This design comes from an exercise in tuning for small area on the open sky130 flow, not from production work.
Function was checked by simulation only, so behaviour that the tests miss may differ from the original.

==> flow/run.sh <==
#!/bin/bash
# The standard layout, except:
#  - the port buffers are plain buf_1 cells (buffer_ports otherwise picks
#    clkdlybuf4s50_1, 2.7x larger); every port still gets its own buffer;
#  - clock tree: clkbuf_8 buffers and no dummy loads.
# All output goes to standard.log (ORFS's own logs are under orfs/logs).
set -euo pipefail
export BUFFER_PORTS_ARGS="-buffer_cell sky130_fd_sc_hd__buf_1"
export CTS_ARGS="-sink_clustering_enable -repair_clock_nets -dont_use_dummy_load -buf_list sky130_fd_sc_hd__clkbuf_8"
bash standard.sh > standard.log 2>&1
==> standard.sh <==
#!/bin/bash
# synth_recipe.tcl (not shown) runs the flow's synth.tcl, then flattens the netlist and writes it again
# the make line also repeats each setting of config.mk as NAME=value (left out here)
make -C /OpenROAD-flow-scripts/flow DESIGN_CONFIG=/design/flow/config.mk WORK_HOME=/design/flow/orfs CLKGATE_MAP_FILE= SYNTH_SCRIPT=/design/flow/synth_recipe.tcl "${@:-finish}"
==> config.mk <==
export PLATFORM = sky130hd
export DESIGN_NAME = eth_crc32_gen
export DESIGN_NICKNAME = eth_crc32_gen
export VERILOG_FILES = /design/flow/design.v
export SDC_FILE = /design/flow/constraint.sdc
export NUM_CORES = 4
export LEC_CHECK = 0
export CAP_MARGIN = 20
export CORE_MARGIN = 2
export CORE_UTILIZATION = 80
export SETUP_SLACK_MARGIN = 0.4
export SLEW_MARGIN = 20
export SYNTH_HIERARCHICAL = 1
export SYNTH_MINIMUM_KEEP_SIZE = 0
==> constraint.sdc <==
create_clock -name core_clock -period 9.0 [get_ports {clk}]
set_input_delay 1.8000 -clock core_clock [delete_from_list [all_inputs] [get_ports {clk}]]
set_output_delay 1.8000 -clock core_clock [all_outputs]
set_load 0.01 [all_outputs]
==> design.v <==
module eth_crc32_gen (
  input         clk,
  input         rst_n,
  input         data_vld,
  input         data_eop,
  input         data_sop,
  input  [63:0] data_in,
  input  [2:0]  data_be,
  output [31:0] crc_out,
  output reg    crc_vld
);
  reg  [31:0] crc_n;
  wire [31:0] crc_d_n;
  wire [7:0]  sel;      
  wire        nsop;
  cg_dec u_dec (.be(data_be), .sop(data_sop), .sel(sel), .nsop(nsop));
  wire [63:0] y;
  wire [31:0] sd;       
  assign y[63:32] = data_in[63:32];
  genvar g;
  generate for (g = 0; g < 32; g = g + 1) begin : sg
    cg_nd2 un (.a(crc_n[g]), .b(nsop), .y(sd[g]));
    cg_x2 ux (.a(data_in[g]), .b(sd[g]), .y(y[g]));
  end endgenerate
  wire [63:0] xs;
  generate for (g = 0; g < 8; g = g + 1) begin : lg
    cg_nd2 ul0_0 (.a(sel[0]), .b(y[0+g]), .y(xs[0+g]));
    cg_a22o ul1_0 (.a1(sel[0]), .a2(y[8+g]), .b1(sel[1]), .b2(y[0+g]), .y(xs[8+g]));
    cg_a222oi ul2_0 (.a1(sel[0]), .a2(y[16+g]), .b1(sel[1]), .b2(y[8+g]), .c1(sel[2]), .c2(y[0+g]), .y(xs[16+g]));
    wire l3_0;
    cg_a222oi ul3_0 (.a1(sel[0]), .a2(y[24+g]), .b1(sel[1]), .b2(y[16+g]), .c1(sel[2]), .c2(y[8+g]), .y(l3_0));
    wire l3_1;
    cg_nd2 ul3_1 (.a(sel[3]), .b(y[0+g]), .y(l3_1));
    cg_nd2 ul3_n (.a(l3_0), .b(l3_1), .y(xs[24+g]));
    wire l4_0;
    cg_a222oi ul4_0 (.a1(sel[0]), .a2(y[32+g]), .b1(sel[1]), .b2(y[24+g]), .c1(sel[2]), .c2(y[16+g]), .y(l4_0));
    cg_a22oi_nd2 ul4_n (.a1(sel[3]), .a2(y[8+g]), .b1(sel[4]), .b2(y[0+g]), .g1(l4_0), .y(xs[32+g]));
    wire l5_0;
    cg_a222oi ul5_0 (.a1(sel[0]), .a2(y[40+g]), .b1(sel[1]), .b2(y[32+g]), .c1(sel[2]), .c2(y[24+g]), .y(l5_0));
    wire l5_1;
    cg_a222oi ul5_1 (.a1(sel[3]), .a2(y[16+g]), .b1(sel[4]), .b2(y[8+g]), .c1(sel[5]), .c2(y[0+g]), .y(l5_1));
    cg_nd2 ul5_n (.a(l5_0), .b(l5_1), .y(xs[40+g]));
    wire l6_0;
    cg_a222oi ul6_0 (.a1(sel[0]), .a2(y[48+g]), .b1(sel[1]), .b2(y[40+g]), .c1(sel[2]), .c2(y[32+g]), .y(l6_0));
    wire l6_1;
    cg_a222oi ul6_1 (.a1(sel[3]), .a2(y[24+g]), .b1(sel[4]), .b2(y[16+g]), .c1(sel[5]), .c2(y[8+g]), .y(l6_1));
    wire l6_2;
    cg_nd2 ul6_2 (.a(sel[6]), .b(y[0+g]), .y(l6_2));
    cg_nd3 ul6_n (.a(l6_0), .b(l6_1), .c(l6_2), .y(xs[48+g]));
    wire l7_0;
    cg_a222oi ul7_0 (.a1(sel[0]), .a2(y[56+g]), .b1(sel[1]), .b2(y[48+g]), .c1(sel[2]), .c2(y[40+g]), .y(l7_0));
    wire l7_1;
    cg_a222oi ul7_1 (.a1(sel[3]), .a2(y[32+g]), .b1(sel[4]), .b2(y[24+g]), .c1(sel[5]), .c2(y[16+g]), .y(l7_1));
    cg_a22oi_nd3 ul7_n (.a1(sel[6]), .a2(y[8+g]), .b1(sel[7]), .b2(y[0+g]), .g1(l7_0), .g2(l7_1), .y(xs[56+g]));
  end endgenerate
  wire [23:0] tl;
  generate for (g = 0; g < 8; g = g + 1) begin : tg
    cg_a222oi ut0_0 (.a1(sel[7]), .a2(sd[8+g]), .b1(sel[6]), .b2(sd[16+g]), .c1(sel[5]), .c2(sd[24+g]), .y(tl[g]));
    cg_a22o ut1_0 (.a1(sel[7]), .a2(sd[16+g]), .b1(sel[6]), .b2(sd[24+g]), .y(tl[8+g]));
    cg_nd2 ut2_0 (.a(sel[7]), .b(sd[24+g]), .y(tl[16+g]));
  end endgenerate
  wire t88; cg_x2 ux88 (.a(xs[3]), .b(xs[13]), .y(t88));
  wire t89; cg_x2 ux89 (.a(xs[19]), .b(xs[39]), .y(t89));
  wire t90; cg_x2 ux90 (.a(xs[11]), .b(xs[12]), .y(t90));
  wire t91; cg_x2 ux91 (.a(xs[4]), .b(xs[9]), .y(t91));
  wire t92; cg_x2 ux92 (.a(xs[6]), .b(xs[16]), .y(t92));
  wire t93; cg_x2 ux93 (.a(xs[32]), .b(xs[54]), .y(t93));
  wire t94; cg_x2 ux94 (.a(xs[8]), .b(xs[37]), .y(t94));
  wire t95; cg_x2 ux95 (.a(xs[7]), .b(xs[36]), .y(t95));
  wire t96; cg_x2 ux96 (.a(xs[5]), .b(xs[15]), .y(t96));
  wire t97; cg_x2 ux97 (.a(xs[30]), .b(xs[55]), .y(t97));
  wire t98; cg_x2 ux98 (.a(xs[47]), .b(t88), .y(t98));
  wire t99; cg_x2 ux99 (.a(xs[10]), .b(xs[56]), .y(t99));
  wire t100; cg_x2 ux100 (.a(xs[51]), .b(t89), .y(t100));
  wire t101; cg_x2 ux101 (.a(xs[18]), .b(xs[38]), .y(t101));
  wire t102; cg_x2 ux102 (.a(xs[31]), .b(xs[61]), .y(t102));
  wire t103; cg_x2 ux103 (.a(xs[35]), .b(xs[60]), .y(t103));
  wire t104; cg_x2 ux104 (.a(xs[14]), .b(xs[43]), .y(t104));
  wire t105; cg_x2 ux105 (.a(xs[34]), .b(xs[44]), .y(t105));
  wire t106; cg_x2 ux106 (.a(xs[27]), .b(t93), .y(t106));
  wire t107; cg_x2 ux107 (.a(xs[20]), .b(xs[40]), .y(t107));
  wire t108; cg_x2 ux108 (.a(xs[48]), .b(t91), .y(t108));
  wire t109; cg_x2 ux109 (.a(xs[25]), .b(xs[45]), .y(t109));
  wire t110; cg_x2 ux110 (.a(xs[17]), .b(xs[63]), .y(t110));
  wire t111; cg_x2 ux111 (.a(xs[26]), .b(xs[53]), .y(t111));
  wire t112; cg_x2 ux112 (.a(xs[41]), .b(t90), .y(t112));
  wire t113; cg_x2 ux113 (.a(xs[46]), .b(xs[62]), .y(t113));
  wire t114; cg_x2 ux114 (.a(xs[50]), .b(xs[57]), .y(t114));
  wire t115; cg_x2 ux115 (.a(xs[0]), .b(xs[2]), .y(t115));
  wire t116; cg_x2 ux116 (.a(xs[22]), .b(xs[59]), .y(t116));
  wire t117; cg_x2 ux117 (.a(xs[42]), .b(xs[58]), .y(t117));
  wire t118; cg_x2 ux118 (.a(xs[1]), .b(xs[21]), .y(t118));
  wire t119; cg_x2 ux119 (.a(xs[49]), .b(t96), .y(t119));
  wire t120; cg_x2 ux120 (.a(xs[24]), .b(t102), .y(t120));
  wire t121; cg_x2 ux121 (.a(xs[63]), .b(t94), .y(t121));
  wire t122; cg_x2 ux122 (.a(xs[29]), .b(t98), .y(t122));
  wire t123; cg_x2 ux123 (.a(xs[33]), .b(t92), .y(t123));
  wire t124; cg_x2 ux124 (.a(t95), .b(t113), .y(t124));
  wire t125; cg_x2 ux125 (.a(xs[52]), .b(t107), .y(t125));
  wire t126; cg_x2 ux126 (.a(xs[23]), .b(t97), .y(t126));
  wire t127; cg_x2 ux127 (.a(xs[11]), .b(t106), .y(t127));
  wire t128; cg_x2 ux128 (.a(xs[5]), .b(t120), .y(t128));
  wire t129; cg_x2 ux129 (.a(t92), .b(t103), .y(t129));
  wire t130; cg_x2 ux130 (.a(xs[34]), .b(t112), .y(t130));
  wire t131; cg_x2 ux131 (.a(xs[8]), .b(xs[62]), .y(t131));
  wire t132; cg_x2 ux132 (.a(xs[23]), .b(t118), .y(t132));
  wire t133; cg_x2 ux133 (.a(xs[2]), .b(t109), .y(t133));
  wire t134; cg_x2 ux134 (.a(xs[13]), .b(t116), .y(t134));
  wire t135; cg_x2 ux135 (.a(xs[17]), .b(xs[35]), .y(t135));
  wire t136; cg_x2 ux136 (.a(xs[31]), .b(xs[59]), .y(t136));
  wire t137; cg_x2 ux137 (.a(t108), .b(t124), .y(t137));
  wire t138; cg_x2 ux138 (.a(xs[1]), .b(t100), .y(t138));
  wire t139; cg_x2 ux139 (.a(xs[16]), .b(xs[25]), .y(t139));
  wire t140; cg_x2 ux140 (.a(xs[41]), .b(t104), .y(t140));
  wire t141; cg_x2 ux141 (.a(t115), .b(t117), .y(t141));
  wire t142; cg_x2 ux142 (.a(t99), .b(t104), .y(t142));
  wire t143; cg_x2 ux143 (.a(xs[4]), .b(t99), .y(t143));
  wire t144; cg_x2 ux144 (.a(xs[7]), .b(t105), .y(t144));
  wire t145; cg_x2 ux145 (.a(xs[24]), .b(t105), .y(t145));
  wire t146; cg_x2 ux146 (.a(xs[21]), .b(t110), .y(t146));
  wire t147; cg_x2 ux147 (.a(xs[12]), .b(xs[28]), .y(t147));
  wire t148; cg_x2 ux148 (.a(xs[28]), .b(xs[29]), .y(t148));
  wire t149; cg_x2 ux149 (.a(xs[49]), .b(t128), .y(t149));
  wire t150; cg_x2 ux150 (.a(xs[38]), .b(t140), .y(t150));
  wire t151; cg_x2 ux151 (.a(xs[46]), .b(t144), .y(t151));
  wire t152; cg_x2 ux152 (.a(xs[47]), .b(t121), .y(t152));
  wire t153; cg_x2 ux153 (.a(xs[20]), .b(xs[43]), .y(t153));
  wire t154; cg_x2 ux154 (.a(t125), .b(t148), .y(t154));
  wire t155; cg_x2 ux155 (.a(xs[27]), .b(xs[42]), .y(t155));
  wire t156; cg_x2 ux156 (.a(t97), .b(t108), .y(t156));
  wire t157; cg_x2 ux157 (.a(t114), .b(t118), .y(t157));
  wire t158; cg_x2 ux158 (.a(xs[3]), .b(t133), .y(t158));
  wire t159; cg_x2 ux159 (.a(xs[36]), .b(t127), .y(t159));
  wire t160; cg_x2 ux160 (.a(xs[55]), .b(t117), .y(t160));
  wire t161; cg_x2 ux161 (.a(xs[37]), .b(t135), .y(t161));
  wire t162; cg_x2 ux162 (.a(xs[50]), .b(xs[58]), .y(t162));
  wire t163; cg_x2 ux163 (.a(xs[54]), .b(t122), .y(t163));
  wire t164; cg_x2 ux164 (.a(xs[10]), .b(xs[34]), .y(t164));
  wire t165; cg_x2 ux165 (.a(xs[52]), .b(t139), .y(t165));
  wire t166; cg_x2 ux166 (.a(xs[60]), .b(t126), .y(t166));
  wire t167; cg_x2 ux167 (.a(xs[6]), .b(t126), .y(t167));
  wire t168; cg_x2 ux168 (.a(xs[32]), .b(t112), .y(t168));
  wire t169; cg_x2 ux169 (.a(xs[32]), .b(xs[57]), .y(t169));
  wire t170; cg_x2 ux170 (.a(xs[33]), .b(xs[57]), .y(t170));
  wire t171; cg_x2 ux171 (.a(xs[56]), .b(t130), .y(t171));
  wire t172; cg_x2 ux172 (.a(xs[39]), .b(t95), .y(t172));
  wire t173; cg_x2 ux173 (.a(t111), .b(t146), .y(t173));
  wire t174; cg_x2 ux174 (.a(t101), .b(t109), .y(t174));
  wire t175; cg_x2 ux175 (.a(t101), .b(t171), .y(t175));
  wire t176; cg_x2 ux176 (.a(xs[29]), .b(xs[42]), .y(t176));
  wire t177; cg_x2 ux177 (.a(xs[2]), .b(xs[46]), .y(t177));
  wire t178; cg_x2 ux178 (.a(xs[49]), .b(t153), .y(t178));
  wire t179; cg_x2 ux179 (.a(t166), .b(t174), .y(t179));
  wire t180; cg_x2 ux180 (.a(t127), .b(t149), .y(t180));
  wire t181; cg_x2 ux181 (.a(xs[16]), .b(t164), .y(t181));
  wire t182; cg_x2 ux182 (.a(xs[13]), .b(t161), .y(t182));
  wire t183; cg_x2 ux183 (.a(xs[56]), .b(t98), .y(t183));
  wire t184; cg_x2 ux184 (.a(xs[7]), .b(t160), .y(t184));
  wire t185; cg_x2 ux185 (.a(t154), .b(t158), .y(t185));
  wire t186; cg_x2 ux186 (.a(xs[59]), .b(xs[60]), .y(t186));
  wire t187; cg_x2 ux187 (.a(xs[8]), .b(xs[45]), .y(t187));
  wire t188; cg_x2 ux188 (.a(t116), .b(t131), .y(t188));
  wire t189; cg_x2 ux189 (.a(t130), .b(t172), .y(t189));
  wire t190; cg_x2 ux190 (.a(t132), .b(t162), .y(t190));
  wire t191; cg_x2 ux191 (.a(xs[24]), .b(t116), .y(t191));
  wire t192; cg_x2 ux192 (.a(t156), .b(t186), .y(t192));
  wire t193; cg_x2 ux193 (.a(xs[10]), .b(xs[45]), .y(t193));
  wire t194; cg_x2 ux194 (.a(t142), .b(t192), .y(t194));
  wire t195; cg_x2 ux195 (.a(t93), .b(t193), .y(t195));
  wire t196; cg_x2 ux196 (.a(t111), .b(t115), .y(t196));
  wire t197; cg_x2 ux197 (.a(t95), .b(t138), .y(t197));
  wire t198; cg_x2 ux198 (.a(xs[12]), .b(xs[23]), .y(t198));
  wire t199; cg_x2 ux199 (.a(xs[18]), .b(t136), .y(t199));
  wire t200; cg_x2 ux200 (.a(t88), .b(t132), .y(t200));
  wire t201; cg_x2 ux201 (.a(xs[0]), .b(t88), .y(t201));
  wire t202; cg_x2 ux202 (.a(xs[0]), .b(xs[4]), .y(t202));
  wire t203; cg_x2 ux203 (.a(t96), .b(t101), .y(t203));
  wire t204; cg_x2 ux204 (.a(t100), .b(t181), .y(t204));
  wire t205; cg_x2 ux205 (.a(xs[52]), .b(t96), .y(t205));
  wire t206; cg_x2 ux206 (.a(t94), .b(t125), .y(t206));
  wire t207; cg_x2 ux207 (.a(t142), .b(t145), .y(t207));
  wire t208; cg_x2 ux208 (.a(xs[51]), .b(t90), .y(t208));
  wire t209; cg_x2 ux209 (.a(t110), .b(t145), .y(t209));
  wire t210; cg_x2 ux210 (.a(xs[33]), .b(t163), .y(t210));
  wire t211; cg_x2 ux211 (.a(t94), .b(t157), .y(t211));
  wire t212; cg_x2 ux212 (.a(xs[19]), .b(t151), .y(t212));
  wire t213; cg_x2 ux213 (.a(xs[33]), .b(xs[55]), .y(t213));
  wire t214; cg_x2 ux214 (.a(xs[28]), .b(t213), .y(t214));
  wire t215; cg_x2 ux215 (.a(t106), .b(t137), .y(t215));
  wire t216; cg_x2 ux216 (.a(t175), .b(t184), .y(t216));
  wire t217; cg_x2 ux217 (.a(xs[38]), .b(xs[58]), .y(t217));
  wire t218; cg_x2 ux218 (.a(t123), .b(t159), .y(t218));
  wire t219; cg_x2 ux219 (.a(xs[9]), .b(t216), .y(t219));
  wire t220; cg_x2 ux220 (.a(xs[22]), .b(t129), .y(t220));
  wire t221; cg_x2 ux221 (.a(t115), .b(t119), .y(t221));
  wire t222; cg_x2 ux222 (.a(t143), .b(t214), .y(t222));
  wire t223; cg_x2 ux223 (.a(xs[53]), .b(t129), .y(t223));
  wire t224; cg_x2 ux224 (.a(t119), .b(t152), .y(t224));
  wire t225; cg_x2 ux225 (.a(xs[30]), .b(t114), .y(t225));
  wire t226; cg_x2 ux226 (.a(t103), .b(t173), .y(t226));
  wire t227; cg_x2 ux227 (.a(t91), .b(t226), .y(t227));
  wire t228; cg_x2 ux228 (.a(t91), .b(t150), .y(t228));
  wire t229; cg_x2 ux229 (.a(t141), .b(t207), .y(t229));
  wire t230; cg_x2 ux230 (.a(t89), .b(t114), .y(t230));
  wire t231; cg_x2 ux231 (.a(t134), .b(t198), .y(t231));
  wire t232; cg_x2 ux232 (.a(t167), .b(t168), .y(t232));
  wire t233; cg_x2 ux233 (.a(xs[61]), .b(t170), .y(t233));
  wire t234; cg_x2 ux234 (.a(xs[22]), .b(xs[26]), .y(t234));
  wire t235; cg_x2 ux235 (.a(xs[26]), .b(t110), .y(t235));
  wire t236; cg_x2 ux236 (.a(xs[1]), .b(xs[14]), .y(t236));
  wire t237; cg_x2 ux237 (.a(xs[14]), .b(t143), .y(t237));
  wire t238; cg_x2 ux238 (.a(xs[14]), .b(t195), .y(t238));
  wire t239; cg_x2 ux239 (.a(xs[39]), .b(xs[48]), .y(t239));
  wire t240; cg_x2 ux240 (.a(xs[48]), .b(t205), .y(t240));
  wire t241; cg_x2 ux241 (.a(xs[61]), .b(t134), .y(t241));
  wire t242; cg_x2 ux242 (.a(t123), .b(t241), .y(t242));
  wire t243; cg_x2 ux243 (.a(xs[44]), .b(t99), .y(t243));
  wire t244; cg_x2 ux244 (.a(xs[44]), .b(t169), .y(t244));
  wire t245; cg_x2 ux245 (.a(xs[40]), .b(t176), .y(t245));
  wire t246; cg_x2 ux246 (.a(xs[40]), .b(t191), .y(t246));
  wire t247; cg_x2 ux247 (.a(xs[15]), .b(t246), .y(t247));
  wire t248; cg_x2 ux248 (.a(xs[15]), .b(t123), .y(t248));
  wire t249; cg_x2 ux249 (.a(xs[35]), .b(t124), .y(t249));
  wire t250; cg_x2 ux250 (.a(t147), .b(t165), .y(t250));
  wire t251; cg_x2 ux251 (.a(t147), .b(t248), .y(t251));
  wire t252; cg_x2 ux252 (.a(xs[3]), .b(tl[0]), .y(t252));
  wire t253; cg_x2 ux253 (.a(t252), .b(t89), .y(t253));
  wire t254; cg_x2 ux254 (.a(t253), .b(t125), .y(t254));
  wire t255; cg_x2 ux255 (.a(t254), .b(t135), .y(t255));
  wire t256; cg_x2 ux256 (.a(t255), .b(t156), .y(t256));
  wire t257; cg_x2 ux257 (.a(t256), .b(t164), .y(t257));
  wire t258; cg_x2 ux258 (.a(t257), .b(t217), .y(t258));
  wire t259; cg_x2 ux259 (.a(t258), .b(t218), .y(t259));
  cg_x2 uo0 (.a(t259), .b(t236), .y(crc_d_n[0]));
  wire t260; cg_x2 ux260 (.a(xs[21]), .b(xs[53]), .y(t260));
  wire t261; cg_x2 ux261 (.a(t260), .b(tl[1]), .y(t261));
  wire t262; cg_x2 ux262 (.a(t261), .b(t107), .y(t262));
  wire t263; cg_x2 ux263 (.a(t262), .b(t161), .y(t263));
  wire t264; cg_x2 ux264 (.a(t263), .b(t189), .y(t264));
  wire t265; cg_x2 ux265 (.a(t264), .b(t199), .y(t265));
  wire t266; cg_x2 ux266 (.a(t265), .b(t221), .y(t266));
  cg_xn2 uo1 (.a(t266), .b(t222), .y(crc_d_n[1]));
  wire t267; cg_x2 ux267 (.a(xs[5]), .b(xs[19]), .y(t267));
  wire t268; cg_x2 ux268 (.a(t267), .b(xs[36]), .y(t268));
  wire t269; cg_x2 ux269 (.a(t268), .b(tl[2]), .y(t269));
  wire t270; cg_x2 ux270 (.a(t269), .b(t93), .y(t270));
  wire t271; cg_x2 ux271 (.a(t270), .b(t175), .y(t271));
  wire t272; cg_x2 ux272 (.a(t271), .b(t201), .y(t272));
  wire t273; cg_x2 ux273 (.a(t272), .b(t211), .y(t273));
  wire t274; cg_x2 ux274 (.a(t273), .b(t220), .y(t274));
  cg_x2 uo2 (.a(t274), .b(t245), .y(crc_d_n[2]));
  wire t275; cg_x2 ux275 (.a(xs[12]), .b(xs[20]), .y(t275));
  wire t276; cg_x2 ux276 (.a(t275), .b(xs[22]), .y(t276));
  wire t277; cg_x2 ux277 (.a(t276), .b(tl[3]), .y(t277));
  wire t278; cg_x2 ux278 (.a(t277), .b(t141), .y(t278));
  wire t279; cg_x2 ux279 (.a(t278), .b(t167), .y(t279));
  wire t280; cg_x2 ux280 (.a(t279), .b(t182), .y(t280));
  wire t281; cg_x2 ux281 (.a(t280), .b(t197), .y(t281));
  wire t282; cg_x2 ux282 (.a(t281), .b(t228), .y(t282));
  cg_xn2 uo3 (.a(t282), .b(t233), .y(crc_d_n[3]));
  wire t283; cg_x2 ux283 (.a(xs[62]), .b(tl[4]), .y(t283));
  wire t284; cg_x2 ux284 (.a(t283), .b(t136), .y(t284));
  wire t285; cg_x2 ux285 (.a(t284), .b(t172), .y(t285));
  wire t286; cg_x2 ux286 (.a(t285), .b(t200), .y(t286));
  wire t287; cg_x2 ux287 (.a(t286), .b(t203), .y(t287));
  wire t288; cg_x2 ux288 (.a(t287), .b(t206), .y(t288));
  cg_x2 uo4 (.a(t288), .b(t229), .y(crc_d_n[4]));
  wire t289; cg_x2 ux289 (.a(xs[11]), .b(tl[5]), .y(t289));
  wire t290; cg_x2 ux290 (.a(t289), .b(t89), .y(t290));
  wire t291; cg_x2 ux291 (.a(t290), .b(t118), .y(t291));
  wire t292; cg_x2 ux292 (.a(t291), .b(t121), .y(t292));
  wire t293; cg_x2 ux293 (.a(t292), .b(t158), .y(t293));
  wire t294; cg_x2 ux294 (.a(t293), .b(t223), .y(t294));
  wire t295; cg_x2 ux295 (.a(t294), .b(t228), .y(t295));
  wire t296; cg_x2 ux296 (.a(t295), .b(t244), .y(t296));
  cg_xn2 uo5 (.a(t296), .b(t247), .y(crc_d_n[5]));
  wire t297; cg_x2 ux297 (.a(xs[61]), .b(tl[6]), .y(t297));
  wire t298; cg_x2 ux298 (.a(t297), .b(t103), .y(t298));
  wire t299; cg_x2 ux299 (.a(t298), .b(t133), .y(t299));
  wire t300; cg_x2 ux300 (.a(t299), .b(t155), .y(t300));
  wire t301; cg_x2 ux301 (.a(t300), .b(t212), .y(t301));
  wire t302; cg_x2 ux302 (.a(t301), .b(t232), .y(t302));
  wire t303; cg_x2 ux303 (.a(t302), .b(t234), .y(t303));
  wire t304; cg_x2 ux304 (.a(t303), .b(t236), .y(t304));
  cg_x2 uo6 (.a(t304), .b(t240), .y(crc_d_n[6]));
  wire t305; cg_x2 ux305 (.a(xs[23]), .b(tl[7]), .y(t305));
  wire t306; cg_x2 ux306 (.a(t305), .b(t120), .y(t306));
  wire t307; cg_x2 ux307 (.a(t306), .b(t155), .y(t307));
  wire t308; cg_x2 ux308 (.a(t307), .b(t178), .y(t308));
  wire t309; cg_x2 ux309 (.a(t308), .b(t183), .y(t309));
  wire t310; cg_x2 ux310 (.a(t309), .b(t187), .y(t310));
  wire t311; cg_x2 ux311 (.a(t310), .b(t196), .y(t311));
  wire t312; cg_x2 ux312 (.a(t311), .b(t249), .y(t312));
  cg_x2 uo7 (.a(t312), .b(t251), .y(crc_d_n[7]));
  wire t313; cg_x2 ux313 (.a(xs[28]), .b(tl[8]), .y(t313));
  wire t314; cg_x2 ux314 (.a(t313), .b(t104), .y(t314));
  wire t315; cg_x2 ux315 (.a(t314), .b(t122), .y(t315));
  wire t316; cg_x2 ux316 (.a(t315), .b(t139), .y(t316));
  wire t317; cg_x2 ux317 (.a(t316), .b(t209), .y(t317));
  wire t318; cg_x2 ux318 (.a(t317), .b(t211), .y(t318));
  cg_x2 uo8 (.a(t318), .b(t215), .y(crc_d_n[8]));
  wire t319; cg_x2 ux319 (.a(xs[18]), .b(tl[9]), .y(t319));
  wire t320; cg_x2 ux320 (.a(t319), .b(t92), .y(t320));
  wire t321; cg_x2 ux321 (.a(t320), .b(t105), .y(t321));
  wire t322; cg_x2 ux322 (.a(t321), .b(t138), .y(t322));
  wire t323; cg_x2 ux323 (.a(t322), .b(t159), .y(t323));
  wire t324; cg_x2 ux324 (.a(t323), .b(t185), .y(t324));
  wire t325; cg_x2 ux325 (.a(t324), .b(t224), .y(t325));
  cg_xn2 uo9 (.a(t325), .b(t234), .y(crc_d_n[9]));
  wire t326; cg_x2 ux326 (.a(xs[37]), .b(tl[10]), .y(t326));
  wire t327; cg_x2 ux327 (.a(t326), .b(t111), .y(t327));
  wire t328; cg_x2 ux328 (.a(t327), .b(t148), .y(t328));
  wire t329; cg_x2 ux329 (.a(t328), .b(t177), .y(t329));
  wire t330; cg_x2 ux330 (.a(t329), .b(t189), .y(t330));
  wire t331; cg_x2 ux331 (.a(t330), .b(t190), .y(t331));
  cg_x2 uo10 (.a(t331), .b(t238), .y(crc_d_n[10]));
  wire t332; cg_x2 ux332 (.a(xs[35]), .b(xs[38]), .y(t332));
  wire t333; cg_x2 ux333 (.a(t332), .b(tl[11]), .y(t333));
  wire t334; cg_x2 ux334 (.a(t333), .b(t94), .y(t334));
  wire t335; cg_x2 ux335 (.a(t334), .b(t97), .y(t335));
  wire t336; cg_x2 ux336 (.a(t335), .b(t155), .y(t336));
  wire t337; cg_x2 ux337 (.a(t336), .b(t177), .y(t337));
  wire t338; cg_x2 ux338 (.a(t337), .b(t208), .y(t338));
  wire t339; cg_x2 ux339 (.a(t338), .b(t210), .y(t339));
  cg_x2 uo11 (.a(t339), .b(t247), .y(crc_d_n[11]));
  wire t340; cg_x2 ux340 (.a(xs[31]), .b(xs[34]), .y(t340));
  wire t341; cg_x2 ux341 (.a(t340), .b(xs[36]), .y(t341));
  wire t342; cg_x2 ux342 (.a(t341), .b(xs[39]), .y(t342));
  wire t343; cg_x2 ux343 (.a(t342), .b(tl[12]), .y(t343));
  wire t344; cg_x2 ux344 (.a(t343), .b(t108), .y(t344));
  wire t345; cg_x2 ux345 (.a(t344), .b(t150), .y(t345));
  wire t346; cg_x2 ux346 (.a(t345), .b(t166), .y(t346));
  wire t347; cg_x2 ux347 (.a(t346), .b(t183), .y(t347));
  cg_xn2 uo12 (.a(t347), .b(t250), .y(crc_d_n[12]));
  wire t348; cg_x2 ux348 (.a(tl[13]), .b(t111), .y(t348));
  wire t349; cg_x2 ux349 (.a(t348), .b(t119), .y(t349));
  wire t350; cg_x2 ux350 (.a(t349), .b(t120), .y(t350));
  wire t351; cg_x2 ux351 (.a(t350), .b(t182), .y(t351));
  wire t352; cg_x2 ux352 (.a(t351), .b(t237), .y(t352));
  wire t353; cg_x2 ux353 (.a(t352), .b(t239), .y(t353));
  wire t354; cg_x2 ux354 (.a(t353), .b(t244), .y(t354));
  cg_x2 uo13 (.a(t354), .b(t245), .y(crc_d_n[13]));
  wire t355; cg_x2 ux355 (.a(xs[40]), .b(xs[58]), .y(t355));
  wire t356; cg_x2 ux356 (.a(t355), .b(xs[62]), .y(t356));
  wire t357; cg_x2 ux357 (.a(t356), .b(tl[14]), .y(t357));
  wire t358; cg_x2 ux358 (.a(t357), .b(t119), .y(t358));
  wire t359; cg_x2 ux359 (.a(t358), .b(t140), .y(t359));
  wire t360; cg_x2 ux360 (.a(t359), .b(t174), .y(t360));
  wire t361; cg_x2 ux361 (.a(t360), .b(t218), .y(t361));
  cg_xn2 uo14 (.a(t361), .b(t225), .y(crc_d_n[14]));
  wire t362; cg_x2 ux362 (.a(xs[37]), .b(xs[41]), .y(t362));
  wire t363; cg_x2 ux363 (.a(t362), .b(xs[50]), .y(t363));
  wire t364; cg_x2 ux364 (.a(t363), .b(tl[15]), .y(t364));
  wire t365; cg_x2 ux365 (.a(t364), .b(t100), .y(t365));
  wire t366; cg_x2 ux366 (.a(t365), .b(t136), .y(t366));
  wire t367; cg_x2 ux367 (.a(t366), .b(t151), .y(t367));
  wire t368; cg_x2 ux368 (.a(t367), .b(t160), .y(t368));
  wire t369; cg_x2 ux369 (.a(t368), .b(t235), .y(t369));
  cg_x2 uo15 (.a(t369), .b(t251), .y(crc_d_n[15]));
  wire t370; cg_x2 ux370 (.a(xs[6]), .b(xs[11]), .y(t370));
  wire t371; cg_x2 ux371 (.a(t370), .b(xs[18]), .y(t371));
  wire t372; cg_x2 ux372 (.a(t371), .b(tl[16]), .y(t372));
  wire t373; cg_x2 ux373 (.a(t372), .b(t117), .y(t373));
  wire t374; cg_x2 ux374 (.a(t373), .b(t187), .y(t374));
  wire t375; cg_x2 ux375 (.a(t374), .b(t194), .y(t375));
  wire t376; cg_x2 ux376 (.a(t375), .b(t197), .y(t376));
  cg_xn2 uo16 (.a(t376), .b(t210), .y(crc_d_n[16]));
  wire t377; cg_x2 ux377 (.a(xs[57]), .b(tl[17]), .y(t377));
  wire t378; cg_x2 ux378 (.a(t377), .b(t90), .y(t378));
  wire t379; cg_x2 ux379 (.a(t378), .b(t102), .y(t379));
  wire t380; cg_x2 ux380 (.a(t379), .b(t194), .y(t380));
  wire t381; cg_x2 ux381 (.a(t380), .b(t206), .y(t381));
  wire t382; cg_x2 ux382 (.a(t381), .b(t212), .y(t382));
  cg_xn2 uo17 (.a(t382), .b(t221), .y(crc_d_n[17]));
  wire t383; cg_x2 ux383 (.a(xs[9]), .b(xs[20]), .y(t383));
  wire t384; cg_x2 ux384 (.a(t383), .b(xs[45]), .y(t384));
  wire t385; cg_x2 ux385 (.a(t384), .b(tl[18]), .y(t385));
  wire t386; cg_x2 ux386 (.a(t385), .b(t98), .y(t386));
  wire t387; cg_x2 ux387 (.a(t386), .b(t102), .y(t387));
  wire t388; cg_x2 ux388 (.a(t387), .b(t119), .y(t388));
  wire t389; cg_x2 ux389 (.a(t388), .b(t131), .y(t389));
  wire t390; cg_x2 ux390 (.a(t389), .b(t157), .y(t390));
  wire t391; cg_x2 ux391 (.a(t390), .b(t168), .y(t391));
  wire t392; cg_x2 ux392 (.a(t391), .b(t217), .y(t392));
  wire t393; cg_x2 ux393 (.a(t392), .b(t223), .y(t393));
  cg_xn2 uo18 (.a(t393), .b(t243), .y(crc_d_n[18]));
  wire t394; cg_x2 ux394 (.a(xs[39]), .b(tl[19]), .y(t394));
  wire t395; cg_x2 ux395 (.a(t394), .b(t114), .y(t395));
  wire t396; cg_x2 ux396 (.a(t395), .b(t137), .y(t396));
  wire t397; cg_x2 ux397 (.a(t396), .b(t141), .y(t397));
  wire t398; cg_x2 ux398 (.a(t397), .b(t146), .y(t398));
  wire t399; cg_x2 ux399 (.a(t398), .b(t208), .y(t399));
  wire t400; cg_x2 ux400 (.a(t399), .b(t238), .y(t400));
  cg_xn2 uo19 (.a(t400), .b(t242), .y(crc_d_n[19]));
  wire t401; cg_x2 ux401 (.a(xs[30]), .b(tl[20]), .y(t401));
  wire t402; cg_x2 ux402 (.a(t401), .b(t100), .y(t402));
  wire t403; cg_x2 ux403 (.a(t402), .b(t101), .y(t403));
  wire t404; cg_x2 ux404 (.a(t403), .b(t129), .y(t404));
  wire t405; cg_x2 ux405 (.a(t404), .b(t153), .y(t405));
  wire t406; cg_x2 ux406 (.a(t405), .b(t215), .y(t406));
  wire t407; cg_x2 ux407 (.a(t406), .b(t224), .y(t407));
  cg_x2 uo20 (.a(t407), .b(t231), .y(crc_d_n[20]));
  wire t408; cg_x2 ux408 (.a(xs[28]), .b(xs[30]), .y(t408));
  wire t409; cg_x2 ux409 (.a(t408), .b(tl[21]), .y(t409));
  wire t410; cg_x2 ux410 (.a(t409), .b(t98), .y(t410));
  wire t411; cg_x2 ux411 (.a(t410), .b(t103), .y(t411));
  wire t412; cg_x2 ux412 (.a(t411), .b(t121), .y(t412));
  wire t413; cg_x2 ux413 (.a(t412), .b(t144), .y(t413));
  wire t414; cg_x2 ux414 (.a(t413), .b(t180), .y(t414));
  wire t415; cg_x2 ux415 (.a(t414), .b(t190), .y(t415));
  cg_x2 uo21 (.a(t415), .b(t202), .y(crc_d_n[21]));
  wire t416; cg_x2 ux416 (.a(xs[17]), .b(xs[27]), .y(t416));
  wire t417; cg_x2 ux417 (.a(t416), .b(xs[30]), .y(t417));
  wire t418; cg_x2 ux418 (.a(t417), .b(xs[54]), .y(t418));
  wire t419; cg_x2 ux419 (.a(t418), .b(tl[22]), .y(t419));
  wire t420; cg_x2 ux420 (.a(t419), .b(t90), .y(t420));
  wire t421; cg_x2 ux421 (.a(t420), .b(t128), .y(t421));
  wire t422; cg_x2 ux422 (.a(t421), .b(t162), .y(t422));
  wire t423; cg_x2 ux423 (.a(t422), .b(t185), .y(t423));
  wire t424; cg_x2 ux424 (.a(t423), .b(t188), .y(t424));
  cg_x2 uo22 (.a(t424), .b(t204), .y(crc_d_n[22]));
  wire t425; cg_x2 ux425 (.a(xs[25]), .b(xs[51]), .y(t425));
  wire t426; cg_x2 ux426 (.a(t425), .b(tl[23]), .y(t426));
  wire t427; cg_x2 ux427 (.a(t426), .b(t113), .y(t427));
  wire t428; cg_x2 ux428 (.a(t427), .b(t154), .y(t428));
  wire t429; cg_x2 ux429 (.a(t428), .b(t199), .y(t429));
  wire t430; cg_x2 ux430 (.a(t429), .b(t201), .y(t430));
  wire t431; cg_x2 ux431 (.a(t430), .b(t227), .y(t431));
  cg_xn2 uo23 (.a(t431), .b(t232), .y(crc_d_n[23]));
  wire t432; cg_x2 ux432 (.a(t107), .b(t122), .y(t432));
  wire t433; cg_x2 ux433 (.a(t432), .b(t128), .y(t433));
  wire t434; cg_x2 ux434 (.a(t433), .b(t173), .y(t434));
  wire t435; cg_x2 ux435 (.a(t434), .b(t219), .y(t435));
  wire t436; cg_x2 ux436 (.a(t435), .b(t220), .y(t436));
  cg_xn2 uo24 (.a(t436), .b(t239), .y(crc_d_n[24]));
  wire t437; cg_x2 ux437 (.a(t165), .b(t178), .y(t437));
  wire t438; cg_x2 ux438 (.a(t437), .b(t188), .y(t438));
  wire t439; cg_x2 ux439 (.a(t438), .b(t200), .y(t439));
  wire t440; cg_x2 ux440 (.a(t439), .b(t219), .y(t440));
  cg_x2 uo25 (.a(t440), .b(t233), .y(crc_d_n[25]));
  wire t441; cg_x2 ux441 (.a(t131), .b(t227), .y(t441));
  wire t442; cg_x2 ux442 (.a(t441), .b(t229), .y(t442));
  wire t443; cg_x2 ux443 (.a(t442), .b(t230), .y(t443));
  cg_xn2 uo26 (.a(t443), .b(t231), .y(crc_d_n[26]));
  wire t444; cg_x2 ux444 (.a(xs[43]), .b(t100), .y(t444));
  wire t445; cg_x2 ux445 (.a(t444), .b(t169), .y(t445));
  wire t446; cg_x2 ux446 (.a(t445), .b(t179), .y(t446));
  wire t447; cg_x2 ux447 (.a(t446), .b(t202), .y(t447));
  wire t448; cg_x2 ux448 (.a(t447), .b(t209), .y(t448));
  wire t449; cg_x2 ux449 (.a(t448), .b(t240), .y(t449));
  cg_xn2 uo27 (.a(t449), .b(t242), .y(crc_d_n[27]));
  wire t450; cg_x2 ux450 (.a(xs[3]), .b(t111), .y(t450));
  wire t451; cg_x2 ux451 (.a(t450), .b(t137), .y(t451));
  wire t452; cg_x2 ux452 (.a(t451), .b(t179), .y(t452));
  wire t453; cg_x2 ux453 (.a(t452), .b(t180), .y(t453));
  cg_xn2 uo28 (.a(t453), .b(t243), .y(crc_d_n[28]));
  wire t454; cg_x2 ux454 (.a(xs[6]), .b(xs[26]), .y(t454));
  wire t455; cg_x2 ux455 (.a(t454), .b(t90), .y(t455));
  wire t456; cg_x2 ux456 (.a(t455), .b(t106), .y(t456));
  wire t457; cg_x2 ux457 (.a(t456), .b(t109), .y(t457));
  wire t458; cg_x2 ux458 (.a(t457), .b(t113), .y(t458));
  wire t459; cg_x2 ux459 (.a(t458), .b(t149), .y(t459));
  wire t460; cg_x2 ux460 (.a(t459), .b(t152), .y(t460));
  wire t461; cg_x2 ux461 (.a(t460), .b(t222), .y(t461));
  cg_xn2 uo29 (.a(t461), .b(t230), .y(crc_d_n[29]));
  wire t462; cg_x2 ux462 (.a(xs[0]), .b(xs[5]), .y(t462));
  wire t463; cg_x2 ux463 (.a(t462), .b(t138), .y(t463));
  wire t464; cg_x2 ux464 (.a(t463), .b(t163), .y(t464));
  wire t465; cg_x2 ux465 (.a(t464), .b(t225), .y(t465));
  wire t466; cg_x2 ux466 (.a(t465), .b(t235), .y(t466));
  wire t467; cg_x2 ux467 (.a(t466), .b(t237), .y(t467));
  wire t468; cg_x2 ux468 (.a(t467), .b(t249), .y(t468));
  cg_x2 uo30 (.a(t468), .b(t250), .y(crc_d_n[30]));
  wire t469; cg_x2 ux469 (.a(xs[9]), .b(xs[31]), .y(t469));
  wire t470; cg_x2 ux470 (.a(t469), .b(xs[35]), .y(t470));
  wire t471; cg_x2 ux471 (.a(t470), .b(t93), .y(t471));
  wire t472; cg_x2 ux472 (.a(t471), .b(t121), .y(t472));
  wire t473; cg_x2 ux473 (.a(t472), .b(t122), .y(t473));
  wire t474; cg_x2 ux474 (.a(t473), .b(t170), .y(t474));
  wire t475; cg_x2 ux475 (.a(t474), .b(t196), .y(t475));
  wire t476; cg_x2 ux476 (.a(t475), .b(t203), .y(t476));
  cg_x2 uo31 (.a(t476), .b(t204), .y(crc_d_n[31]));
  always @(posedge clk) begin
    crc_n   <= crc_d_n;
    crc_vld <= rst_n & data_vld & data_eop;
  end
  assign crc_out = crc_n;
endmodule
module cg_dec (input [2:0] be, input sop, output [7:0] sel, output nsop);
  assign sel[0] = (be == 3'd0);
  assign sel[1] = (be == 3'd7);
  assign sel[2] = (be == 3'd6);
  assign sel[3] = (be == 3'd5);
  assign sel[4] = (be == 3'd4);
  assign sel[5] = (be == 3'd3);
  assign sel[6] = (be == 3'd2);
  assign sel[7] = (be == 3'd1);
  assign nsop = ~sop;
endmodule
module cg_nd2 (input a, input b, output y);
  assign y = ~(a & b);
endmodule
module cg_a22o (input a1, input a2, input b1, input b2, output y);
  assign y = (a1 & a2) | (b1 & b2);
endmodule
module cg_a222oi (input a1, input a2, input b1, input b2, input c1, input c2, output y);
  assign y = ~((a1 & a2) | (b1 & b2) | (c1 & c2));
endmodule
module cg_a22oi_nd2 (input a1, input a2, input b1, input b2, input g1, output y);
  assign y = ~(g1 & ~((a1 & a2) | (b1 & b2)));
endmodule
module cg_a22oi_nd3 (input a1, input a2, input b1, input b2, input g1, input g2, output y);
  assign y = ~(g1 & g2 & ~((a1 & a2) | (b1 & b2)));
endmodule
module cg_nd4 (input a, input b, input c, input d, output y);
  assign y = ~(a & b & c & d);
endmodule
module cg_nd3 (input a, input b, input c, output y);
  assign y = ~(a & b & c);
endmodule
module cg_x2 (input a, input b, output y);
  assign y = a ^ b;
endmodule
module cg_xn2 (input a, input b, output y);
  assign y = ~(a ^ b);
endmodule
==> results of run 1 <==
==> final timing paths <==
path / from / endpoint / slack (ns) / cells past startpoint
worst max register to register: crc_n[3]$_DFF_P_ / crc_n[30]$_DFF_P_ / 3.58 / 13
worst min register to register: crc_n[1]$_DFF_P_ / crc_n[0]$_DFF_P_ / 1.31 / 5
worst max-delay path: data_sop / crc_n[30]$_DFF_P_ / 1.40 / 15
worst min-delay path: crc_n[1]$_DFF_P_ / crc_n[0]$_DFF_P_ / 1.31 / 5
==> routing by layer <==
layer / GRT usage [%] / wire (um) / up-vias
li1: - / - / 2791
met1: 65.5 / 8200 / 3160
met2: 88.2 / 10400 / 978
met3: 35.3 / 5070 / 376
met4: 49.1 / 3320 / 4
met5: 15.4 / 118 / -
==> Yosys stat by module, one instance, submodules excluded, excerpt <==
| module | cells | flip-flops and latches | cell area (um^2) | times used |
|---|---|---|---|---|
| cg_a222oi | 1 | 0 | 10.0 | 80 |
| cg_a22oi_nd2 | 2 | 0 | 11.3 | 8 |
| cg_a22oi_nd3 | 2 | 0 | 12.5 | 8 |
| cg_dec | 9 | 0 | 68.8 | 1 |
| cg_nd3 | 1 | 0 | 5.00 | 8 |
| cg_x2 | 1 | 0 | 8.76 | 437 |
| eth_crc32_gen | 34 | 33 | 667 | 1 |
==> cell usage after synthesis (all sizes together) <==
cell type,count
xor2,437
nand2,88
a222oi,80
dfxtp,33
a22o,16
a22oi,16
nand3,16
xnor2,16
and3b,3
nor3b,3
and3,2
inv,1
nor3,1
==> flip-flops by register name, indices dropped and copies added (netlist names) <==
signal / flops
crc_vld: 1
crc_n: 32
==> logic make-up (layout without fill, tap and decap cells) <==
group	after synthesis	count (layout)	share of synthesized area, %
AOI/OAI and AO/OA	112	112	17.2
DFF	33	33	10.7
xor gates and xnor gates	453	453	64.3
and+or+nand+nor	113	113	7.80
buffers and inverters	1	117	0.0607
==> through the flow <==
stage | hold WS [ns] | utilization, %
4_1_cts | 1.18 | 89.8
2_1_floorplan | 0.962 | -
5_1_grt | 1.36 | 89.8
6_report | 1.31 | 89.8
3_5_place_dp | 1.14 | 88.9
3_3_place_gp | 1.09 | 88.9
==> area by class of cell <==
type	count	area, um^2	share of cell area (%)
Multi-Input combinational cell	678	5530	80.9
Sequential cell	33	661	9.67
Tap cell	102	128	1.87
Inverter	1	3.75	0.0549
Timing Repair Buffer	111	443	6.48
Clock buffer	5	68.8	1.01
==> worst register-to-register path: stages (launching register included) <==
cell     delay (ns)
dfxtp_1        0.35
nand2_1        0.08
xor2_1         0.73
nand2_1        0.38
xor2_1         0.47
xor2_1         0.75
xor2_1         0.81
xor2_1         0.42
xor2_1         0.23
xor2_1         0.29
xor2_1         0.22
xor2_1         0.20
xor2_1         0.24
xor2_1         0.20
==> summary.txt, run 1 <==
Clock network
  • CTS tree: done
  • TritonCTS buffer count: 5
  • Cts hold-fix bufs: 0
  • Sink Count: 33
  • Clock Tree Buf Depth: 2
  • Root buffer cell: clkbuf_8
  • Post-CTS setup buffer count: 0
  • PostCTS Resize Cnt: 0
  • Clock slew at reported path FFs: 0.09 ns
  • Worst-skew pair later-pin latency: 0.30 ns
  • # H-tree levels: 2

Cells and area
  • Commonest non-fill, non-tap cell in the layout: xor2_1
  • Fill cell total of the finished layout: 356
  • Ant diodes: 0
  • Non-filler cells, final: 930
  • Most frequent cells in the layout: xor2_1, buf_1, nand2_1
  • Final net count: 902
  • Area grow syn2layout: 10.7%
  • Final instance area: 0.00683 mm^2
  • Fraction of layout cells with a size suffix above 1: 2.42%

STA
  • Slew @ Worst Pin: 1.19 ns
  • Min Tclk post-route: 7.60 ns
  • Setup Skew: 0.0197 ns
  • RSZ-0062 raised after global routing: no
  • Setup WS post-layout: 1.40 ns
  • Highest clock rate: 132 MHz
  • Max-slew violation count: 0
  • Endpoints failing setup: 0
  • Final Cycle Share: 84.5%
  • Final Hold Fails: 0
  • Slew HR: 20.8%
  • Sum of negative setup slack: 0 ns

Yosys
  • Area leader, netlist: xor2_1
  • Synth cell types: 14
  • Share of the synthesized area in the top cell type: 62.0%
  • Cells after Synth: 712
  • Flop and latch count out of synthesis: 33
  • Syn nets: 784
  • YS warnings: 7
  • Syn avg cell area: 8.67 um^2
  • Synthesized area: 0.00617 mm^2
  • Area contributors post-synth: xor2_1, a222oi_1, dfxtp_1
  • Sequential-to-total area share from yosys stat: 10.7%

GRT
  • First-pass GRT wire length: 39300 um
  • Overall routing resource usage: 61.9%
  • Largest net degree at the start of global routing: 57
  • GR Overflow Total: 0
  • Number of global-route vias before repair: 6877
  • Antenna violations before repair: 0

Placed design
  • Area after DPL: 0.00677 mm^2
  • Placed insts: 925
  • Port Buffers: 104
  • DP HPWL: 19200 um
  • Place WS: 1.91 ns
  • RD Place Congestion: 1.31

Drt
  • Final wirelength: 27100 um
  • DRC: 0
  • Wire length per cell: 29.2 um
  • DR vias: 7309
  • Vias per cell: 7.86
  • DRT antenna net count: 0
  • DR iter-0 viols: 2199
  • First-pass DRT Iterations: 23

Setup path
  • Setup crit start kind: input pin
  • Max FO, Critical Path: 32
  • Buf/Inv on CP: 2
  • CP Class: input pin to register
  • CP Cell Sequence: buf_1, inv_1, nand2_1, xor2_1, nand2_1, xor2_1, xor2_1, xor2_1, xor2_1, xor2_1, xor2_1, xor2_1, xor2_1, xor2_1, xor2_1
  • Critical path's most frequent cell: xor2_1
  • CP peak stage delay: 0.84 ns
  • CP Data Arrival Time: 7.83 ns
  • Slowest CP cell: inv_1
  • Top delay family on crit path: XOR/XNOR gates
  • Worst EP required: 9.23 ns
  • Crit path capture type: register

Floorplanning
  • Full die area: 0.00844 mm^2
  • Core area: 0.00761 mm^2
  • Row count: 32
  • Die Ht: 91.9 um
  • Initial core utilization: 81.2%
  • IO Pins: 105
  • Die Width: 91.9 um

Worst hold path
  • Hold Crit Class: register to register

Status
  • Status: timing/DRC/antenna clean

Run
  • Max-cap violations: 0
==> run 2, diff against run 1 <==
--- a/config.mk
+++ b/config.mk
@@ -8,5 +8,5 @@
 export CAP_MARGIN = 20
 export CORE_MARGIN = 2
-export CORE_UTILIZATION = 80
+export CORE_UTILIZATION = 65
 export SETUP_SLACK_MARGIN = 0.4
 export SLEW_MARGIN = 20
==> summary.txt, run 2 <==
Yosys
  • Sequential-to-total area share from yosys stat: 10.7% (unchanged)
  • Post-Synth XOR/XNOR Area: 64.3% (unchanged)
  • Cells after Synth: 712 (unchanged)
  • Count leader, synth: xor2_1
  • Syn nets: 784 (unchanged)
  • Area contributors post-synth: xor2_1, a222oi_1, dfxtp_1
  • Synth cell types: 14 (unchanged)
  • Top post-synthesis cells by count: xor2_1, nand2_1, a222oi_1
  • Syn avg cell area: 8.67 um^2 (unchanged)
  • Flop and latch count out of synthesis: 33 (unchanged)
  • YS warnings: 7 (unchanged)
  • Synthesized area: 0.00617 mm^2 (unchanged)
  • Adder-Cell Fraction of Synth Area: 0% (unchanged)
  • Post-synthesis compound-gate area fraction: 17.2% (unchanged)
  • Share of the synthesized area in the top cell type: 62.0% (unchanged)
  • Top_reg_cell synth: dfxtp_1
  • Largest family of logic cells by synthesized area: XOR/XNOR gates
  • Async set-reset flop share out of synthesis: 0% (unchanged)
  • Post-synthesis mux area share: 0% (unchanged)
  • Area leader, netlist: xor2_1
  • Number of synthesized flops with an enable pin: 0 (unchanged)
  • Post-synthesis simple-gate area fraction: 7.80% (unchanged)

Clock network
  • Clock slew at reported path FFs: 0.09 ns (about the same)
  • Clock Tree Buf Depth: 2 (unchanged)
  • Worst-skew pair later-pin latency: 0.30 ns (about the same)
  • Cts hold-fix bufs: 0 (unchanged)
  • Sink Count: 33 (unchanged)
  • CTS tree: done
  • Root buffer cell: clkbuf_8
  • PostCTS Resize Cnt: 0 (unchanged)
  • # H-tree levels: 2 (unchanged)
  • TritonCTS buffer count: 5 (unchanged)
  • Post-CTS setup buffer count: 0 (unchanged)

Setup path
  • Critical path's most frequent cell: xor2_1
  • CP Data Arrival Time: 7.43 ns (-0.40 ns)
  • CP Cell Sequence: buf_1, clkinv_1, nand2_1, xor2_1, nand2_1, xor2_1, xor2_1, xor2_1, xor2_1, xor2_1, xor2_1, xor2_1, xor2_1, xnor2_1
  • Setup crit start kind: input pin
  • Worst EP required: 9.18 ns (-0.05 ns)
  • Max FO, Critical Path: 32 (unchanged)
  • Slowest CP cell: clkinv_1
  • CP peak stage delay: 0.86 ns (+0.02 ns)
  • CP Class: input pin to register
  • Crit path capture type: register

STA
  • Slew HR: 23.8% (+3.0 points)
  • RSZ-0062 raised after global routing: no
  • Min Tclk post-route: 7.25 ns (-0.357 ns)
  • Final Cycle Share: 80.5% (-4.0 points)
  • Setup Skew: 0.0215 ns (+0.00179 ns)
  • Sum of negative setup slack: 0 ns (unchanged)
  • Max-slew violation count: 0 (unchanged)
  • Final Hold Fails: 0 (unchanged)
  • Hold WS: 1.24 ns (-0.0621 ns)
  • Highest clock rate: 138 MHz (+4.9%)
  • Slew @ Worst Pin: 1.14 ns (-0.0505 ns)
  • Endpoints failing setup: 0 (unchanged)
  • Setup WS post-layout: 1.75 ns (+0.357 ns)

Worst hold path
  • Hold Crit Class: register to register

Cells and area
  • Largest regs: crc_n (32), crc_vld (1)
  • Most frequent cells in the layout: xor2_1, buf_1, nand2_1
  • Ant diodes: 0 (unchanged)
  • Largest Register: crc_n
  • Area grow syn2layout: 11.5%
  • Fraction of layout cells with a size suffix above 1: 2.65% (+0.24 points)
  • Commonest non-fill, non-tap cell in the layout: xor2_1
  • Final net count: 904 (+0.22%)
  • Fill cell total of the finished layout: 742 (+110%)
  • Max FFs per register: 32 (unchanged)

GRT
  • Largest net degree at the start of global routing: 65 (+14%)
  • Antenna violations before repair: 0 (unchanged)
  • Number of global-route vias before repair: 5955 (-13%)
  • GR Overflow Total: 0 (unchanged)
  • Overall routing resource usage: 47.0% (-15 points)
  • First-pass GRT wire length: 35700 um (-9.3%)

Floorplanning
  • Die Width: 101 um (+10%)
  • Row count: 35 (+9.4%)
  • Die Ht: 101 um (+10%)
  • Initial core utilization: 66.8% (-14 points)
  • Full die area: 0.0103 mm^2 (+22%)
  • IO Pins: 105 (unchanged)
  • Core area: 0.00924 mm^2 (+21%)

Placed design
  • DP HPWL: 19400 um (+1.2%)
  • Port Buffers: 104 (unchanged)
  • RD Place Congestion: 1.19 (-8.8%)
  • Place WS: 1.87 ns (-0.0375 ns)

Drt
  • DRT antenna net count: 0 (unchanged)
  • Vias per cell: 6.96 (-11%)
  • First-pass DRT Iterations: 12 (-48%)
  • DRC: 0 (unchanged)
  • DR iter-0 viols: 1465 (-33%)
  • Wire length per cell: 25.9 um (-11%)
  • Final wirelength: 24900 um (-8.2%)
  • DR vias: 6674 (-8.7%)

Status
  • Status: timing/DRC/antenna clean

Run
  • Max-cap violations: 0 (unchanged)
-- run 2: cell counts after synthesis --
Identical to the previous run, type by type.
-- run 2: cells by family (layout without fill, tap and decap cells) --
family                    count (synthesis)  count (layout)
DFF                                      33              33
buffers and inverters                     1             119
and+or+nand+nor                         113             113
xor gates and xnor gates                453             453
AOI/OAI and AO/OA                       112             112
-- run 2: per-stage QoR --
stage,util (%),area [um^2],instances
2_1_floorplan,-,6170,712
3_3_place_gp,73.7,6810,954
3_5_place_dp,73.7,6810,954
4_1_cts,74.5,6880,959
5_1_grt,74.5,6880,959
6_report,74.5,6880,959
-- run 2: final timing paths --
path                     from                 to  slack [ns]  cells past startpoint
max                  data_sop  crc_n[24]$_DFF_P_        1.75                     14
min          crc_n[1]$_DFF_P_   crc_n[0]$_DFF_P_        1.24                      5
max reg2reg  crc_n[3]$_DFF_P_  crc_n[24]$_DFF_P_        4.13                     12
min reg2reg  crc_n[1]$_DFF_P_   crc_n[0]$_DFF_P_        1.24                      5
-- run 2: critical path: cells and delay by family --
kind | cells | cell delay, ns
XOR/XNOR | 10 | 3.98
buffers and inverters | 2 | 0.93
AND/OR/NAND/NOR | 2 | 0.71
-- run 2: layout make-up --
type,count,area (um^2),share of cell area (%)
multi-input combinational,678,5530,80.3
sequential,33,661,9.60
timing repair buffer,113,458,6.65
tap,129,161,2.35
clock buffer,5,68.8,1.00
inverter,1,3.75,0.0545
-- run 2: routing by layer --
| metal | GRT usage (%) | vias up | share of wire [%] |
|---|---|---|---|
| met1 | 61.9 | 3069 | 37 |
| met2 | 70.1 | 680 | 42 |
| met3 | 12.4 | 124 | 15 |
| li1 | - | 2801 | - |
| met5 | 0 | - | 0 |
| met4 | 25.1 | 0 | 6.1 |
-- run 2: modules after synthesis (local to each module, per instance) --
module / cells / cell area, um^2 / copies in the design / flip-flops and latches
cg_a22oi_nd2: 2 / 11.3 / 8 / 0
cg_dec: 9 / 68.8 / 1 / 0
eth_crc32_gen: 34 / 667 / 1 / 33
cg_a222oi: 1 / 10.0 / 80 / 0
cg_x2: 1 / 8.76 / 437 / 0
cg_xn2: 1 / 8.76 / 16 / 0
cg_nd2: 1 / 3.75 / 80 / 0
cg_a22o: 1 / 8.76 / 16 / 0
cg_a22oi_nd3: 2 / 12.5 / 8 / 0
cg_nd3: 1 / 5.00 / 8 / 0
==> run 3, diff against run 2 <==
--- a/config.mk
+++ b/config.mk
@@ -8,5 +8,5 @@
 export CAP_MARGIN = 20
 export CORE_MARGIN = 2
-export CORE_UTILIZATION = 65
+export CORE_UTILIZATION = 72
 export SETUP_SLACK_MARGIN = 0.4
 export SLEW_MARGIN = 20
==> summary.txt, run 3 <==
Status
  • Status: timing/DRC/antenna clean

STA
  • Min Tclk post-route: 6.62 ns (-0.622 ns)
  • Slew HR: 22.2% (-1.6 points)
  • Sum of negative setup slack: 0 ns (unchanged)
  • Highest clock rate: 151 MHz (+9.4%)
  • Setup Skew: 0.0293 ns (+0.00785 ns)
  • Endpoints failing setup: 0 (unchanged)
  • Final Hold Fails: 0 (unchanged)
  • RSZ-0062 raised after global routing: no
  • Hold WS: 1.25 ns (+0.00687 ns)
  • Final Cycle Share: 73.6% (-6.9 points)
  • Slew @ Worst Pin: 1.17 ns (+0.0315 ns)
  • Max-slew violation count: 0 (unchanged)

Clock network
  • PostCTS Resize Cnt: 0 (unchanged)
  • TritonCTS buffer count: 5 (unchanged)
  • Clock Tree Buf Depth: 2 (unchanged)
  • CTS tree: done
  • Clock slew at reported path FFs: 0.10 ns (about the same)
  • Worst-skew pair later-pin latency: 0.30 ns (about the same)
  • # H-tree levels: 2 (unchanged)
  • Root buffer cell: clkbuf_8
  • Post-CTS setup buffer count: 0 (unchanged)
  • Sink Count: 33 (unchanged)
  • Cts hold-fix bufs: 0 (unchanged)

Cells and area
  • Area taken by multi-input logic gates: 0.00553 mm^2 (unchanged)
  • Reg area: 661 um^2 (unchanged)
  • Largest regs: crc_n (32), crc_vld (1)
  • Final core occ: 82.7% (+8.2 points)
  • Fill cell total of the finished layout: 534 (-28%)
  • Largest Register: crc_n
  • Ant diodes: 0 (unchanged)
  • Area grow syn2layout: 10.6%
  • Max FFs per register: 32 (unchanged)
  • Fraction of layout cells with a size suffix above 1: 2.30% (-0.35 points)
  • Most frequent cells in the layout: xor2_1, buf_1, nand2_1
  • Final net count: 901 (-0.33%)
  • Commonest non-fill, non-tap cell in the layout: xor2_1

Drt
  • Final wirelength: 24900 um (about the same)
  • DRT antenna net count: 0 (unchanged)
  • DRC: 0 (unchanged)
  • Wire length per cell: 26.7 um (+2.8%)
  • First-pass DRT Iterations: 19 (+7)
  • DR iter-0 viols: 2223 (+52%)
  • DR vias: 6930 (+3.8%)
  • Vias per cell: 7.44 (+6.8%)

Yosys
  • Synth cell types: 14 (unchanged)
  • Syn avg cell area: 8.67 um^2 (unchanged)
  • Synthesized area: 0.00617 mm^2 (unchanged)
  • Cells after Synth: 712 (unchanged)
  • Async set-reset flop share out of synthesis: 0% (unchanged)
  • YS warnings: 7 (unchanged)
  • Count leader, synth: xor2_1
  • Flop and latch count out of synthesis: 33 (unchanged)
  • Share of the synthesized area in the top cell type: 62.0% (unchanged)
  • Syn nets: 784 (unchanged)
  • Area leader, netlist: xor2_1
  • Sequential-to-total area share from yosys stat: 10.7% (unchanged)
  • Top_reg_cell synth: dfxtp_1
  • Area contributors post-synth: xor2_1, a222oi_1, dfxtp_1
  • Number of synthesized flops with an enable pin: 0 (unchanged)
  • Top post-synthesis cells by count: xor2_1, nand2_1, a222oi_1

GRT
  • GR Overflow Total: 0 (unchanged)
  • Number of global-route vias before repair: 6366 (+6.9%)
  • Largest net degree at the start of global routing: 65 (unchanged)
  • First-pass GRT wire length: 36300 um (+1.7%)
  • Overall routing resource usage: 49.9% (+2.9 points)
  • Antenna violations before repair: 0 (unchanged)

Placed design
  • RD Place Congestion: 1.33 (+12%)
  • DP HPWL: 18800 um (-3.2%)
  • Port Buffers: 104 (unchanged)

Run
  • Max-cap violations: 0 (unchanged)

Setup path
  • CP Class: input pin to register
  • CP Data Arrival Time: 6.83 ns (-0.60 ns)
  • Max FO, Critical Path: 32 (unchanged)
  • Setup crit start kind: input pin
  • Worst EP required: 9.21 ns (+0.03 ns)
  • Crit path capture type: register

Floorplanning
  • Die Width: 96.6 um (-4.8%)
  • IO Pins: 105 (unchanged)
  • Core area: 0.00826 mm^2 (-11%)
  • Die Ht: 96.6 um (-4.8%)
  • Full die area: 0.00933 mm^2 (-9.3%)
  • Initial core utilization: 74.8% (+7.9 points)
  • Row count: 33 (-5.7%)

Worst hold path
  • Hold Crit Class: register to register
run 3: cell counts after synthesis:
No cell type changed its count.
run 3: metal layers:
layer | wire length, um | GRT usage (%) | vias up
met5 | 0 | 0 | -
met4 | 2380 | 33.6 | 0
met3 | 4200 | 16.8 | 232
met2 | 9980 | 73.3 | 842
met1 | 8300 | 61.5 | 3072
li1 | - | - | 2784
run 3: cell families (layout without fill, tap and decap cells):
family	Yosys count	count (layout)	synth area share, %
DFF	33	33	10.7
xor gates and xnor gates	453	453	64.3
and+or+nand+nor	113	113	7.80
buffers and inverters	1	116	0.0607
AOI/OAI and AO/OA	112	112	17.2
run 3: critical path: stages:
cell and delay, ns:
buf_1 0.07, inv_1 0.07, buf_4 0.36, nand2_1 0.12, xor2_1 0.63, a22oi_1 0.20, nand2_1 0.44, xor2_1 0.52
xor2_1 0.81, xor2_1 0.40, xor2_1 0.21, xor2_1 0.18, xor2_1 0.19, xor2_1 0.19, xor2_1 0.18, xor2_1 0.28
xor2_1 0.17
run 3: cell type report:
type | count | area share [%]
timing repair buffer | 110 | 6.37
inverter | 1 | 0.0550
tap | 105 | 1.92
clock buffer | 5 | 1.01
sequential | 33 | 9.67
multi-input combinational | 678 | 81.0
run 3: final timing paths:
kind,depth (start not counted),endpoint,start,slack (ns)
worst max-delay path,17,crc_n[30]$_DFF_P_,data_sop,2.38
worst min-delay path,5,crc_n[21]$_DFF_P_,crc_n[4]$_DFF_P_,1.25
worst max register to register,13,crc_n[30]$_DFF_P_,crc_n[19]$_DFF_P_,4.05
worst min register to register,5,crc_n[21]$_DFF_P_,crc_n[4]$_DFF_P_,1.25
run 3: modules after synthesis, one instance, submodules excluded, a selection:
module / times used / cells
cg_a22oi_nd2: 8 / 2
cg_x2: 437 / 1
cg_dec: 1 / 9
cg_a222oi: 80 / 1
cg_a22oi_nd3: 8 / 2
eth_crc32_gen: 1 / 34
cg_xn2: 16 / 1
run 3: metrics by stage:
stage / cell area (um^2) / setup slack [ns] / std cells
final: 6830 / 2.38 / 932
after global routing: 6830 / 2.44 / 932
after CTS: 6830 / 2.71 / 932
after detailed placement: 6760 / 2.43 / 927
after global placement: 6760 / 2.65 / 927
after floorplan: 6170 / 0.570 / 712

-- separate check: timing with driven ports --
In the flow no input, the clock included, has a driving cell. The finished layouts below were timed again as built, in two steps. Step 1: set_driving_cell puts a clkbuf_16 on clk and a buf_2 on each other input, an assumption about the parent block. Step 2 moves the port delays by t, midway between the first and last clock arrival at a register: inputs arrive t later, outputs are due t later. That takes back most of the time a late clock gives input paths. a / b / c = ideal / step 1 / step 2; a / b = the first two.
run	t (ns)	setup WS [ns]	hold slack, ns	clock arrival spread, ns	pins driven straight from the clock port
run 1	0.329	1.396 / 1.410 / 1.081	1.306 / 1.306 / 1.306	0.020 / 0.020	1
run 2	0.322	1.753 / 1.766 / 1.444	1.244 / 1.244 / 1.244	0.021 / 0.022	1
run 3	0.324	2.375 / 2.383 / 2.060	1.251 / 1.251 / 1.251	0.029 / 0.029	1
After both steps setup and hold are still met in every run listed.
